From an optimization exercise on the open Yosys and OpenROAD flow, aimed at small area and a short achievable clock period; shortcuts taken in it are not production practice. In this exercise RTL edits were held to simulation tests only and were not proved equivalent to the original. No activity file was given, so power comes from the tool's default toggle rates.

==> flow/design.v (excerpt) <==
module cpu_core (
    input  wire        clk,
    input  wire        rst_n,
    output wire        bus_valid,
    output wire        bus_write,
    output wire [18:0] bus_addr,
    output wire [18:0] bus_wdata,
    input  wire [18:0] bus_rdata
);
Size in the first run: roughly 4600 cells after synthesis, ~61 I/O pins.
==> module regfile, before the edit <==
module regfile (
    input         clk,
    input  [2:0]  rd_addr,
    input  [2:0]  rs1_addr,
    input  [2:0]  rs2_addr,
    input  [18:0] wb_data,
    input         reg_write,
    output [18:0] rs1_data,
    output [18:0] rs2_data
);
    reg [18:0] registers [1:7];
    always @(posedge clk) begin
        if (reg_write && rd_addr != 3'd0)
            registers[rd_addr] <= wb_data;
    end
    assign rs1_data = (rs1_addr == 3'd0) ? 19'd0 : registers[rs1_addr];
    assign rs2_data = (rs2_addr == 3'd0) ? 19'd0 : registers[rs2_addr];
endmodule
==> module md_steps, before the edit <==
module md_steps #(parameter integer HI = 18, parameter integer LO = 0) (
    input  [18:0]      acc_in,
    input  [18:0]      z1,
    input  [18:0]      z3,
    input              div,
    input  [18:0]      b,
    input  [HI/2:LO/2] ok3,
    output [18:0]      acc_out,
    output [HI+1:LO]   q
);
    wire [18:0] acc [LO:HI+2];
    assign acc[HI+2] = acc_in;
    assign acc_out = acc[LO];
    wire [18:0] z2 = {z1[17:0], 1'b0};
    genvar s;
    generate
        for (s = HI; s >= LO; s = s - 2) begin : st
            localparam integer W = 19 - s;
            wire [W-1:0] r = acc[s+2][18:s];
            wire [W-1:0] nr;
            if (W == 1) begin : top
                wire x = r[0] ^ z1[0];
                wire c1 = ~|b[18:1] & (r[0] & z1[0]);
                wire e1 = div ? c1 : b[18];
                assign q[s] = c1;
                assign q[s+1] = 1'b0;
                assign nr = e1 ? x : r;
            end else if (s == 0) begin : last
                wire [W:0] x1, x2, x3;
                addc #(W) u1 (.x(r), .y(z1[W-1:0]), .ci(1'b0), .s(x1[W-1:0]), .co(x1[W]));
                addc #(W) u2 (.x(r), .y(z2[W-1:0]), .ci(1'b0), .s(x2[W-1:0]), .co(x2[W]));
                addc #(W) u3 (.x(r), .y(z3[W-1:0]), .ci(1'b0), .s(x3[W-1:0]), .co(x3[W]));
                wire ok2 = ~|(b >> (W-1));
                wire c1 = x1[W];
                wire c2 = ok2 & x2[W];
                wire c3 = ok3[s/2] & x3[W];
                assign q[s+1] = c2;
                assign q[s]   = c3 | (c1 & ~c2);
                wire [W-1:0] mz = b[s+1] ? (b[s] ? z3[W-1:0] : z2[W-1:0]) :
                                           (b[s] ? z1[W-1:0] : {W{1'b0}});
                wire pco;
                addc #(W) um (.x(r), .y(mz), .ci(1'b0), .s(nr), .co(pco));
            end else begin : full
                wire [W:0] x1, x2, x3;
                addc #(W) u1 (.x(r), .y(z1[W-1:0]), .ci(1'b0), .s(x1[W-1:0]), .co(x1[W]));
                addc #(W) u2 (.x(r), .y(z2[W-1:0]), .ci(1'b0), .s(x2[W-1:0]), .co(x2[W]));
                addc #(W) u3 (.x(r), .y(z3[W-1:0]), .ci(1'b0), .s(x3[W-1:0]), .co(x3[W]));
                wire ok1 = (W >= 19) ? 1'b1 : ~|(b >> W);
                wire ok2 = ~|(b >> (W-1));
                wire c1 = ok1 & x1[W];
                wire c2 = ok2 & x2[W];
                wire c3 = ok3[s/2] & x3[W];
                assign q[s+1] = c2;
                assign q[s]   = c3 | (c1 & ~c2);
                wire e3 = div ? c3 : (b[s+1] & b[s]);
                wire e2 = div ? c2 : b[s+1];
                wire e1 = div ? c1 : b[s];
                assign nr = e3 ? x3[W-1:0] : e2 ? x2[W-1:0] : e1 ? x1[W-1:0] : r;
            end
            if (s == 0) begin : l
                assign acc[s] = nr;
            end else begin : m
                assign acc[s] = {nr, acc[s+2][s-1:0]};
            end
        end
    endgenerate
endmodule
clock: 45.0 ns
lec_check: 0
abc_area: 1
cap_margin: 20
core_margin: 2
core_utilization: 40
slew_margin: 20
tns_end_percent: 5
standard.sh (not shown) runs the stock make flow with config.mk's settings and CLKGATE_MAP_FILE= SYNTH_SCRIPT=/design/flow/synth_recipe.tcl, a recipe that flattens the netlist after the stock synthesis.
==> flow/flow/run.sh <==
#!/bin/bash
# The standard layout with three changes:
#  1. after the standard synthesis, the combinational logic is mapped again
#     by ABC with the full/half adder cells dissolved (flow/resyn.tcl); every
#     register and tie cell is kept as the standard synthesis made it;
#  2. timing repair is asked to leave more setup slack than the clock period
#     needs (SETUP_SLACK_MARGIN, in ns, from flow/margin.txt);
#  3. every input and output port is still given a buffer, but a plain
#     buf_4 rather than the delay cell buffer_ports picks by default.
set -euo pipefail
R=orfs/results/sky130hd/cpu_core/base
bash standard.sh synth > synth.log 2>&1
cp "$R/1_2_yosys.v" std_1_2_yosys.v
RESYN_IN=std_1_2_yosys.v RESYN_OUT="$R/1_2_yosys.v" RESYN_TMP=resyn_flat.v \
RESYN_SCRIPT=flow/abc.script RESYN_CONSTR=flow/abc.constr RESYN_STAT=resyn_stat.txt \
    yosys -c flow/resyn.tcl > resyn.log 2>&1
rm -f "$R/1_synth.odb" "$R/1_synth.sdc"
export SETUP_SLACK_MARGIN="$(cat flow/margin.txt)"
export BUFFER_PORTS_ARGS="-buffer_cell sky130_fd_sc_hd__buf_4"
bash standard.sh > standard.log 2>&1
Other scripts of this flow, unchanged in this note and not shown: flow/flow/abc.constr, flow/flow/abc.script, flow/flow/margin.txt, flow/flow/resyn.tcl
The first run completed without violations.
Edit:
--- a/flow/design.v
+++ b/flow/design.v
@@ -43,8 +43,20 @@
         if (reg_write && rd_addr != 3'd0)
             registers[rd_addr] <= wb_data;
     end
-    assign rs1_data = (rs1_addr == 3'd0) ? 19'd0 : registers[rs1_addr];
-    assign rs2_data = (rs2_addr == 3'd0) ? 19'd0 : registers[rs2_addr];
+    wire [7:0] sel1 = 8'd1 << rs1_addr;
+    wire [7:0] sel2 = 8'd1 << rs2_addr;
+    reg  [18:0] rd1, rd2;
+    integer i;
+    always @(*) begin
+        rd1 = 19'd0;
+        rd2 = 19'd0;
+        for (i = 1; i < 8; i = i + 1) begin
+            rd1 = rd1 | ({19{sel1[i]}} & registers[i]);
+            rd2 = rd2 | ({19{sel2[i]}} & registers[i]);
+        end
+    end
+    assign rs1_data = rd1;
+    assign rs2_data = rd2;
 endmodule
 module alu #(parameter integer SP = 10) (
     input             clk,
@@ -179,10 +191,12 @@
                 wire c3 = ok3[s/2] & x3[W];
                 assign q[s+1] = c2;
                 assign q[s]   = c3 | (c1 & ~c2);
-                wire e3 = div ? c3 : (b[s+1] & b[s]);
-                wire e2 = div ? c2 : b[s+1];
-                wire e1 = div ? c1 : b[s];
-                assign nr = e3 ? x3[W-1:0] : e2 ? x2[W-1:0] : e1 ? x1[W-1:0] : r;
+                wire h3 = div ? c3 : (b[s+1] & b[s]);
+                wire h2 = div ? (c2 & ~c3) : (b[s+1] & ~b[s]);
+                wire h1 = div ? (c1 & ~c2) : (~b[s+1] & b[s]);
+                wire h0 = div ? ~c1 : ~(b[s+1] | b[s]);
+                assign nr = ({W{h3}} & x3[W-1:0]) | ({W{h2}} & x2[W-1:0]) |
+                            ({W{h1}} & x1[W-1:0]) | ({W{h0}} & r);
             end
             if (s == 0) begin : l
                 assign acc[s] = nr;
After rerunning: Routed wire length drops slightly. Hold slack is better by 0.0077 ns. Combinational power drops by a few percent. Total power drops by a few percent. Final area drops by a few percent. Setup slack is better by 0.078 ns. Critical path depth climbs by 1. Die area drops by a few percent. Via count drops by a few percent. Sequential share of layout area climbs by 0.54 points. Flip-flop and latch count is unchanged. Clock power climbs by about a fifth. Global-route usage climbs by 0.76 points.

## static timing again, ports no longer ideal
In the flow no input, the clock included, has a driving cell. The finished layouts below were timed again as built, in two steps.
Step 1 (the two cells are an assumption about what drives the block):
set clk [get_ports {clk}]
set_driving_cell -lib_cell sky130_fd_sc_hd__clkbuf_16 $clk
set_driving_cell -lib_cell sky130_fd_sc_hd__buf_2 [delete_from_list [all_inputs] $clk]
Step 2 moves the port delays by t, midway between the first and last clock arrival at a register: inputs arrive t later, outputs are due t later. That takes back most of the time a late clock gives input paths.
a / b / c = no drivers / after step 1 / after step 2; a / b = the first two.
| run | t, ns | setup WS [ns] | slew at the worst register clock pin (ns) | worst slew at a driven data input, ns | cell pins on the clock port's net |
|---|---|---|---|---|---|
| the first run | 0.619 | 26.476 / 26.422 / 26.426 | 0.07 / 0.07 | 0.04 | 1 |
| the second run | 0.640 | 26.554 / 26.500 / 27.140 | 0.07 / 0.07 | 0.05 | 1 |
After both steps setup and hold are still met in every run listed. The setup slack of the first run, which loses most, moves by -0.054 ns with the drivers and by -0.050 ns with both steps.
